From an optimization exercise on the open Yosys and OpenROAD flow, aimed at small area; shortcuts taken in it are not production practice. No functional check of the RTL was part of this run. Power and IR drop assume default switching activity.

==> flow/design.v <==
`timescale 1ns / 1ps
module AHB_MASTER(
                     input             Hclk,
                     input             Hresetn,
                     input [1:0]       Htrans,
                     input [31:0]      Haddr,
                     input [31:0]      Hwdata,
                     input [1:0]       Hburst,
                     input             Hwrite, Hsel, Hready,
                     output reg [31:0]  Haddr_temp,
                     output reg [31:0]  Hwdata_temp,
                     output reg        valid,
                     output reg        Hwrite_temp
                 );
parameter [1:0] IDLE     = 2'b00;
parameter [1:0] BUSY     = 2'b01;
parameter [1:0] ADDRESS  = 2'b10;
parameter [1:0] TRANSFER = 2'b11;
(*MARK_DEBUG = "TRUE"*)(*KEEP = "TRUE"*)reg [1:0] present_state;
(*MARK_DEBUG = "TRUE"*)(*KEEP = "TRUE"*)reg [1:0] next_state;
reg [31:0] addr;
reg [31:0] data;
reg [3:0] count;
reg [3:0] count_next;
always @(posedge Hclk) begin
    if (Hresetn == 1'b0) begin
        addr <= 'b0;
        data <= 'b0;
    end else begin
        if(present_state == ADDRESS || present_state == TRANSFER)
        begin
            addr <= Haddr;
            data <= Hwdata;
        end
    end
end
always @(posedge Hclk) begin
    if (Hresetn == 1'b0) begin
        present_state <= IDLE;
        count <= 4'd0;
    end else begin
        present_state <= next_state;
        count <= count_next;
    end
end
always @* begin
    count_next = count;
    case(present_state)
        IDLE: begin
            if (Hsel && Htrans == 2'b01) begin
                next_state = BUSY;
            end else if (Hsel && (Htrans == 2'b10 || Htrans == 2'b11) && Hready) begin
                next_state = ADDRESS;
            end else begin
                next_state = IDLE;
            end
        end
        BUSY: begin
            if (Hsel && Htrans == 2'b10 && Hready) begin
                next_state = ADDRESS;
            end else if ((Hsel && (Htrans == 2'b01)) || (!Hready)) begin
                next_state = BUSY;
            end else begin
                next_state = IDLE;
            end
        end
        ADDRESS: begin
            if (Hsel && (Htrans == 2'b10 || Htrans == 2'b11) && Hready) begin
                next_state = TRANSFER;
            end else if ((Hsel && (Htrans == 2'b01)) || (!Hready)) begin
                next_state = BUSY;
            end else begin
                next_state = IDLE;   
            end
        end
        TRANSFER: begin
            if (!Hsel || Htrans == 2'b00) begin
                next_state = IDLE;
            end else if ((Htrans == 2'b01) || (!Hready)) begin
                next_state = BUSY;
            end else begin
                case (Hburst)
                    2'b00: next_state = ADDRESS;
                    2'b01: next_state = TRANSFER;
                    2'b10: 
                    begin
                        if(count<=3)
                        begin
                            next_state = TRANSFER;
                            count_next = count+1'b1;
                        end
                        else begin
                            next_state = ADDRESS;
                            count_next = 4'd0;
                        end
                    end
                    2'b11: 
                    begin
                        if(count<=7)
                        begin
                            next_state = TRANSFER;
                            count_next = count+1'b1;
                        end
                        else begin
                            next_state = ADDRESS;
                            count_next = 4'd0;
                        end
                    end
                    default: next_state = IDLE;  
                endcase
            end
        end
        default: begin
            next_state = IDLE;  
        end
    endcase
end
always @(posedge Hclk) begin
    case(present_state)
        IDLE: begin
            valid <= 1'b0;
            Haddr_temp  <= 'b0;
            Hwdata_temp <= 'b0;
            Hwrite_temp <= 1'b0; 
        end
        BUSY: begin
            valid <= valid;
            Haddr_temp  <= Haddr_temp;
            Hwdata_temp <= Hwdata_temp;
            Hwrite_temp <= Hwrite_temp; 
        end
        ADDRESS: begin
            valid <= valid;
            Haddr_temp  <= addr;
            if(Hburst == 2'b00)
            begin
                Hwdata_temp <= data;
                Hwrite_temp <= Hwrite;
            end
            else
            begin
                Hwdata_temp <= Hwdata_temp;
                Hwrite_temp <= Hwrite_temp; 
           end
        end
        TRANSFER: begin
            case (Hburst)
                2'b00: begin
                    valid <= 1'b1;
                    Haddr_temp <= Haddr_temp;
                    Hwdata_temp <= data;
                    Hwrite_temp <= Hwrite; 
                end
                2'b01: begin
                    valid <= 1'b1;
                    Haddr_temp <= Haddr_temp + 1'b1;  
                    Hwdata_temp <= data;  
                    Hwrite_temp <= Hwrite;
                end
                2'b10: begin
                    if (Haddr_temp < (Haddr + 4)) begin
                        valid <= 1'b1;
                        Hwdata_temp <= data;
                        Haddr_temp <=  Haddr_temp + 1'b1;
                        Hwrite_temp <= Hwrite;
                    end else begin
                        valid <= 1'b1;
                        Hwdata_temp <= data;
                        Haddr_temp <=  addr;
                        Hwrite_temp <= Hwrite;
                    end
                end
                2'b11: begin
                    if (Haddr_temp < (Haddr + 8)) begin
                        valid <= 1'b1;
                        Hwdata_temp <= data;
                        Haddr_temp <= Haddr_temp + 1'b1;  
                        Hwrite_temp <= Hwrite;
                    end else begin
                        valid <= 1'b1;
                        Hwdata_temp <= data;
                        Haddr_temp <= addr;                
                        Hwrite_temp <= Hwrite;
                    end
                end
                default: begin
                    valid <= 1'b0;
                    Haddr_temp  <= 'b0;
                    Hwdata_temp <= 'b0;
                    Hwrite_temp <= 'b0; 
                end
            endcase
        end
    endcase
end
endmodule
`timescale 1ns / 1ps
module APB_SLAVE(
input Presetn,
input Pclk,
input [32:0] addr_temp,
input [31:0] data_temp,
input [31:0] Prdata,
input transfer,
input Pready,
output reg    Psel,
output reg [31:0] Paddr,
output reg [31:0] Pdata,
output reg [31:0] rdata_temp,
output reg Pwrite,
output reg Penable
);
reg [2:0] present_state, next_state;
parameter idle  = 2'b01;
parameter setup  = 2'b10;
parameter enable = 2'b11;
always@(posedge Pclk)
begin
  if(!Presetn)
     present_state <= idle;
  else
     present_state <= next_state;
end
always@(*)
begin
next_state = idle;
case(present_state)
idle:
   begin
     if(!transfer)
        next_state = idle;
     else
        next_state = setup;
   end
setup:
    begin      
     if(Psel)
     next_state = enable;
     else
     next_state = idle;
    end
enable:
    begin
     if(Psel)
       if(transfer)
         begin
           if(Pready)
             begin
             next_state = setup;
             end
           else 
             next_state = enable;
         end
     else
       next_state = idle;
   end    
endcase
end
always @(posedge Pclk)
begin
if(!Presetn)
begin
 Psel       <= 1'b0;
 Penable    <= 1'b0;
 Paddr      <= 32'b0;
 Pdata      <= 32'b0;
 rdata_temp <= 32'b0;
 Pwrite     <= 1'b0;
end
else
case(present_state)
idle:
begin
 Psel    <= 1'b1;
 Penable <= 1'b0;
end 
setup:
 Penable <= 1'b0;
enable:
     begin
     if(Psel)
       Penable <= 1'b1;
       if(transfer)
         begin
           if(Pready)
             begin
             Paddr <= addr_temp[31:0];
             Pwrite <= addr_temp[32];
              if(addr_temp[32])
               begin
                 Pdata  <= data_temp;
                 rdata_temp  <= 'b0;
               end
               else
               begin
                 Pdata  <= Pdata;
                 rdata_temp  <= Prdata;
               end  
             end 
             end
end
endcase
end
endmodule
module FIFO_SYNC #(
    parameter WIDTH = 32,
    parameter DEPTH = 16,
    parameter AW    = 4
)(
    input                  clk,
    input                  rst,
    input      [WIDTH-1:0] din,
    input                  wr_en,
    input                  rd_en,
    output reg [WIDTH-1:0] dout,
    output                 full,
    output                 empty
);
reg [WIDTH-1:0] mem [0:DEPTH-1];
reg [AW-1:0]    wptr;
reg [AW-1:0]    rptr;
reg [AW:0]      count;
wire do_wr = wr_en && !full;
wire do_rd = rd_en && !empty;
assign full  = (count == DEPTH);
assign empty = (count == 0);
always @(posedge clk) begin
    if (do_wr)
        mem[wptr] <= din;
end
always @(posedge clk) begin
    if (rst) begin
        wptr  <= {AW{1'b0}};
        rptr  <= {AW{1'b0}};
        count <= {(AW+1){1'b0}};
        dout  <= {WIDTH{1'b0}};
    end else begin
        if (do_wr)
            wptr <= wptr + 1'b1;
        if (do_rd) begin
            rptr <= rptr + 1'b1;
            dout <= mem[rptr];
        end
        case ({do_wr, do_rd})
            2'b10:   count <= count + 1'b1;
            2'b01:   count <= count - 1'b1;
            default: count <= count;
        endcase
    end
end
endmodule
`timescale 1ns / 1ps
module FIFO_CONTROL(
                     input Hclk,
                     input Hresetn,
                     input[31:0]  Haddr_temp,
                     input[31:0]  Hwdata_temp,
                     input       valid,
                     input       Hwrite_temp,
                     input       Pready,
                     output [31:0] data_temp,
                     output [32:0] addr_temp,
                     output transfer,
                     output full
    );
    wire resetn,empty_data, wr_en,rd_en,full_data,full_addr,empty_addr;
    wire [32:0] addr_in;
    FIFO_SYNC #(.WIDTH(32)) F1(
  .rst(resetn),                   
  .clk(Hclk),                
  .din(Hwdata_temp),                   
  .wr_en(wr_en),               
  .rd_en(rd_en),               
  .dout(data_temp),                 
  .full(full_data),                 
  .empty(empty_data)               
);
FIFO_SYNC #(.WIDTH(33)) F2 (
  .rst(resetn),                   
  .clk(Hclk),                
  .din(addr_in),                   
  .wr_en(wr_en),               
  .rd_en(rd_en),               
  .dout(addr_temp),                 
  .full(full_addr),                 
  .empty(empty_addr)               
);
assign full     =  full_data || full_addr;
assign transfer = (!empty_data && !empty_addr);
assign wr_en    =  valid && Hwrite_temp;
assign rd_en    =  transfer && Pready ;
assign addr_in  =  {Hwrite_temp, Haddr_temp};
assign resetn   = !Hresetn;
endmodule
`timescale 1ns / 1ps
module TOP_BRIDGE(
   input Hclk, Hresetn,
                     input [1:0]       Htrans,
                     input [31:0]       Haddr,
                     input [31:0]       Hwdata,
                     input [1:0]       Hburst,
                     input             Hwrite,
                     input             Hsel,
                     input             Pready,
                     input [31:0]      Prdata,
                     output Psel,
                     output [31:0] Paddr,
                     output [31:0] Pdata,
                     output [31:0] rdata_temp,
                     output Pwrite,
                     output Penable
    );
                    wire [31:0]  Haddr_temp;
                    wire [31:0]  Hwdata_temp;
                    wire         valid;
                    wire         Hwrite_temp;
                    wire [31:0]  data_temp;
                    wire [32:0]  addr_temp;
                    wire         transfer;
                    wire         full;
                    wire         Hready;
                    assign Hready = !full;
                    AHB_MASTER AS (
                      .Hclk(Hclk),
                      .Hresetn(Hresetn),
                      .Htrans(Htrans),
                      .Haddr(Haddr),
                      .Hwdata(Hwdata),
                      .Hburst(Hburst),
                      .Hwrite(Hwrite), 
                      .Hsel(Hsel), 
                      .Hready(Hready),
                      .Haddr_temp(Haddr_temp),
                      .Hwdata_temp(Hwdata_temp),
                      .valid(valid),
                      .Hwrite_temp(Hwrite_temp)
                    );  
                    FIFO_CONTROL FC (
                      .Hclk(Hclk), 
                      .Hresetn(Hresetn),
                      .Haddr_temp(Haddr_temp),
                      .Hwdata_temp(Hwdata_temp),
                      .valid(valid),
                      .Hwrite_temp(Hwrite_temp),
                      .Pready(Pready),
                     .data_temp(data_temp),
                     .addr_temp(addr_temp),
                     .transfer(transfer),
                     .full(full)
                    );
                    APB_SLAVE AM (
                    .Presetn(Hresetn),
                    .Pclk(Hclk),
                    .addr_temp(addr_temp),
                    .data_temp(data_temp),
                    .Prdata(Prdata),
                    .transfer(transfer),
                    .Pready(Pready),
                    .Psel(Psel),
                    .Paddr(Paddr),
                    .Pdata(Pdata),
                    .rdata_temp(rdata_temp),
                    .Pwrite(Pwrite),
                    .Penable(Penable)
                    );
endmodule
==> flow/run.sh <==
#!/bin/bash
# synth_recipe.tcl (not shown) runs the flow's synth.tcl, then flattens the netlist and writes it again
# the make line also repeats each setting of config.mk as NAME=value (left out here)
make -C /OpenROAD-flow-scripts/flow DESIGN_CONFIG=/design/flow/config.mk WORK_HOME=/design/flow/orfs CLKGATE_MAP_FILE= SYNTH_SCRIPT=/design/flow/synth_recipe.tcl finish
==> flow/config.mk <==
export PLATFORM = sky130hd
export DESIGN_NAME = TOP_BRIDGE
export DESIGN_NICKNAME = TOP_BRIDGE
export VERILOG_FILES = /design/flow/design.v
export SDC_FILE = /design/flow/constraint.sdc
export NUM_CORES = 4
export LEC_CHECK = 0
export CAP_MARGIN = 20
export CORE_MARGIN = 2
export CORE_UTILIZATION = 40
export PLACE_DENSITY = 0.6
export SLEW_MARGIN = 20
==> flow/constraint.sdc <==
create_clock -name core_clock -period 5.0 [get_ports {Hclk}]
set_input_delay 1.0000 -clock core_clock [delete_from_list [all_inputs] [get_ports {Hclk}]]
set_output_delay 1.0000 -clock core_clock [all_outputs]
set_load 0.01 [all_outputs]
==> impl_metrics.ini <==
[critical_path]
crit_path_cell_trace = clkdlybuf4s50_1, ha_1, and3_1, and2_1, nor3b_4, nand2_1, nor2_1, nand3_1, xor2_1, ha_1, nand2_1, or3_4, nand2b_1, nand4_1, a21oi_2, o31ai_4, buf_12, o2bb2ai_1
cp_num_cells = 18
end_kind = register
worst_ep_arrival_time_ns = 4.86
start_kind = primary input
critPathTopFamily = simple AND/OR/NAND/NOR gates
crit_type = in2reg
regToRegStartpoint = AS.Hwrite_temp$_SDFFCE_PN0P_
rr_worst_depth = 12
critPathBufInv = 2
r2r_end = FC.F2.count[4]$_SDFFE_PN0P_
worstPathRequired_ns = 5.50
reg2reg_setup_slack_ns = 1.42
startpoint = Haddr[3]
cp_max_fo = 31
cpPeakStageDelay_ns = 0.48
slowest_stage = clkdlybuf4s50_1
crit_end = AS.Haddr_temp[31]$_DFFE_PP_

[drt]
drtAntennaViolNets = 0
wl_per_cell_um = 24.74
drt_iter0_drc = 2631
drc = 0
via_per_inst = 5.372
vias = 29390
first_pass_iters = 7
wl_um = 135400

[outcome]
status = timing/DRC/antenna clean

[synthesis]
synth_top_family_by_area = multiplexers
synthMuxAreaShare_pct = 13.25
syn_area_um2 = 55480
ys_warn_count = 4
avgSynthCellArea_um2 = 16.92
synth_compound_area_share_pct = 5.178
seq_area_frac_synth_pct = 69.32
syn-num-nets = 3478
synth_ff_type = edfxtp_1
synth_edf_count = 1106
synthXorXnorAreaFrac_pct = 1.658
ys_ff_latch = 1368
synthArstFlopShare_pct = 0
yosysUniqueCellTypes = 67
syn_inst = 3279
synthAdderAreaFrac_pct = 2.147
yosys.area_share.simple_pct = 6.452

[clocking]
clkTransAtPathRegs_ns = 0.06
cts_tree = built
root_buffer = clkbuf_16
post_cts_buffers = 0
hold_buffers = 0
clk_latency_ns = 0.76
htreeDepth = 4
numCtsBuffers = 144
clockBufferDepth = 3
post_cts_resized = 0
numClockSinks = 1368

[floorplan]
rows = 136
die_width_um = 376.4
io_pins = 204
dieArea_um2 = 141700
initial_core_util_pct = 40.35
coreArea_um2 = 137500
die_h_um = 376.4

[flow_run]
drv_cap = 0

[power_and_ir_drop]
power.density_nw_per_um2 = 361.5
pwr-share-comb_pct = 2.0
pwr-share-seq_pct = 53.3
power_switching_mw = 4.849
total_power_mw = 23.42
switching_share_pct = 20.70
intPower_mw = 18.57
p_clk_share_pct = 44.7
leakagePower_nw = 20.59
ir_drop_uv = 264.5

[grt]
track_usage_pct = 19.31
grt_antenna_before_repair = 2
grt_max_degree = 111
grt_pass1_wl_um = 201400
first_global_vias = 30270
grt_overflow = 0

[layout]
post-route-util_pct = 47.12
layout_commonest_cell = edfxtp_1
final_nets = 3756
synthToLayoutAreaGrowth_pct = 16.77
antenna_cells = 0
mostFrequentLayoutCells = edfxtp_1, nand2_1, mux4_2
layout-drive-gt1-share_pct = 20.04

[timing]
fin_skew_ns = 0.02400
relSlewSlack_pct = 32.51
slew_violations = 0
rsz0062_at_grt = no
hold_viol_final = 0
post-route-period-util_pct = 87.11
setup_violations = 0
max_freq_ghz = 0.2296
period_needed_ns = 4.356
worstMarginPinSlew_ns = 1.012
holdWs_ns = 0.4466

[placement]
port_buffers = 203
dp_hpwl_um = 80080
finalWeightedCongestion = 0.8155

[worst_hold_path]
worstHoldPathType = reg2reg
-- Yosys cell counts, types with 3 or more instances --
cell	instances	area share, %
dfxtp_1	262	9.5
nor4_2	3	0.068
o21a_1	3	0.041
xor2_1	51	0.81
mux4_2	325	13
buf_1	20	0.14
buf_4	10	0.14
and2_1	58	0.65
nand2_1	499	3.4
a211oi_1	8	0.11
ha_1	92	2.1
nor2b_1	6	0.068
nand2b_1	8	0.090
xnor2_1	54	0.85
and3_1	14	0.16
a21boi_0	73	0.99
nor3_2	3	0.054
or3_1	5	0.056
or2_2	5	0.056
nand3b_1	33	0.45
a21boi_1	162	2.2
nand4_1	24	0.27
nor2_1	64	0.43
buf_2	45	0.41
o21ai_0	20	0.18
clkbuf_1	93	0.63
a21oi_1	35	0.32
a22oi_1	3	0.041
a21o_1	6	0.081
nor3b_1	4	0.054
buf_6	21	0.43
inv_1	39	0.26
nor3_1	16	0.14
nand3_1	35	0.32
o2bb2ai_2	30	0.81
edfxtp_1	1106	60
o21ai_1	6	0.054
mux2i_1	3	0.054
-- through the flow --
stage,setup TNS [ns],cells,worst slack [ns],cell area [µm²]
after floorplan,0,3279,0.6578,55480
after global placement,-1.726,5204,-0.08656,60170
after detailed placement,-3.759,5204,-0.1593,60170
after CTS,0,5470,0.6760,64760
after global routing,0,5471,0.3965,64790
final,0,5471,0.6443,64790
-- power groups by stage --
| stage | Sequential, mW | Clock, mW | Combinational (mW) |
|---|---|---|---|
| floorplan | 12.7 | 0 | 0.247 |
| global placement | 12.7 | 0 | 0.462 |
| detailed placement | 12.7 | 0 | 0.465 |
| CTS | 12.5 | 10.7 | 0.467 |
| global route | 12.5 | 11.2 | 0.505 |
| finish | 12.5 | 10.5 | 0.460 |
-- layer usage --
layer  vias to the layer above  track usage (%)  share of wire (%)
met5                         -                0                  0
met4                         0            4.657                1.9
met3                       181            2.834                4.2
met2                       687            34.31                 53
met1                     15330            24.86                 41
li1                      13190                -                  -
-- layout make-up --
type	count	area, µm²
Fill cell	11700	72710
Sequential cell	1368	38480
Multi-Input combinational cell	1682	16170
Clock buffer	189	3876
Timing Repair Buffer	321	3154
Tap cell	1794	2245
Clock inverter	77	715.7
Inverter	40	151.4
-- cell families (layout without fill, tap and decap cells) --
family          after synthesis  in the layout
compound gates              365            365
xor+xnor                    105            105
fa+ha+maj                    94             94
buf+inv                     229            627
flops                      1368           1368
mux                         328            328
simple gates                790            790
-- flip-flops by register name, indices dropped and copies added, names as in the netlist, 2 cells and up --
name	flops
FC.F2.mem	528
FC.F1.mem	512
FC.F2.dout	33
AM.Paddr	32
AM.Pdata	32
AM.rdata_temp	32
AS.Haddr_temp	32
AS.Hwdata_temp	32
AS.addr	32
AS.data	32
FC.F1.dout	32
FC.F1.count	5
FC.F2.count	5
AS.count	4
FC.F1.rptr	4
FC.F1.wptr	4
FC.F2.rptr	4
FC.F2.wptr	4
AM.present_state	2
AS.present_state	2
-- tightest hold or removal path, delay by kind of cell (launching register included) --
kind	cells	cell delay, ns
AOI/OAI and AO/OA	1	0.05
DFF	1	0.30
and+or+nand+nor	1	0.05
-- worst min-delay path by stage --
stage / startpoint / to / slack, ns / cells after the start
2_1_floorplan: FC.F2.dout[0]$_SDFFE_PN0P_ / AM.Paddr[0]$_SDFFE_PN0P_ / 0.43 / 2
3_3_place_gp: AM.rdata_temp[23]$_SDFFE_PN0P_ / AM.rdata_temp[23]$_SDFFE_PN0P_ / 0.44 / 2
3_5_place_dp: AM.rdata_temp[25]$_SDFFE_PN0P_ / AM.rdata_temp[25]$_SDFFE_PN0P_ / 0.44 / 2
4_1_cts: AM.rdata_temp[2]$_SDFFE_PN0P_ / AM.rdata_temp[2]$_SDFFE_PN0P_ / 0.45 / 2
5_1_grt: FC.F2.dout[6]$_SDFFE_PN0P_ / AM.Paddr[6]$_SDFFE_PN0P_ / 0.46 / 2
6_report: AM.rdata_temp[17]$_SDFFE_PN0P_ / AM.rdata_temp[17]$_SDFFE_PN0P_ / 0.45 / 2

==> port drivers added, routing unchanged <==
The results above use ideal ports. As a check the final layout listed here was re-extracted and re-timed, cells and wires unchanged. Step 1: set_driving_cell puts a clkbuf_16 on Hclk and a buf_2 on each other input, an assumption about the parent block. Step 2 moves the port delays by t, midway between the first and last clock arrival at a register: inputs arrive t later, outputs are due t later. That takes back most of the time a late clock gives input paths. a / b / c = ideal ports / drivers / drivers and shift; a / b = the first two.
shift t [ns]: 0.818
setup WS [ns]: 0.644 / 0.690 / -0.128
hold slack, ns: 0.447 / 0.447 / 0.447
latest minus earliest clock arrival (ns): 0.028 / 0.028
slew at the worst register clock pin (ns): 0.06 / 0.06
Met with ideal ports but missed after step 2: setup timing in this run. The setup slack of this run moves by +0.046 ns with the drivers and by -0.772 ns with both steps.
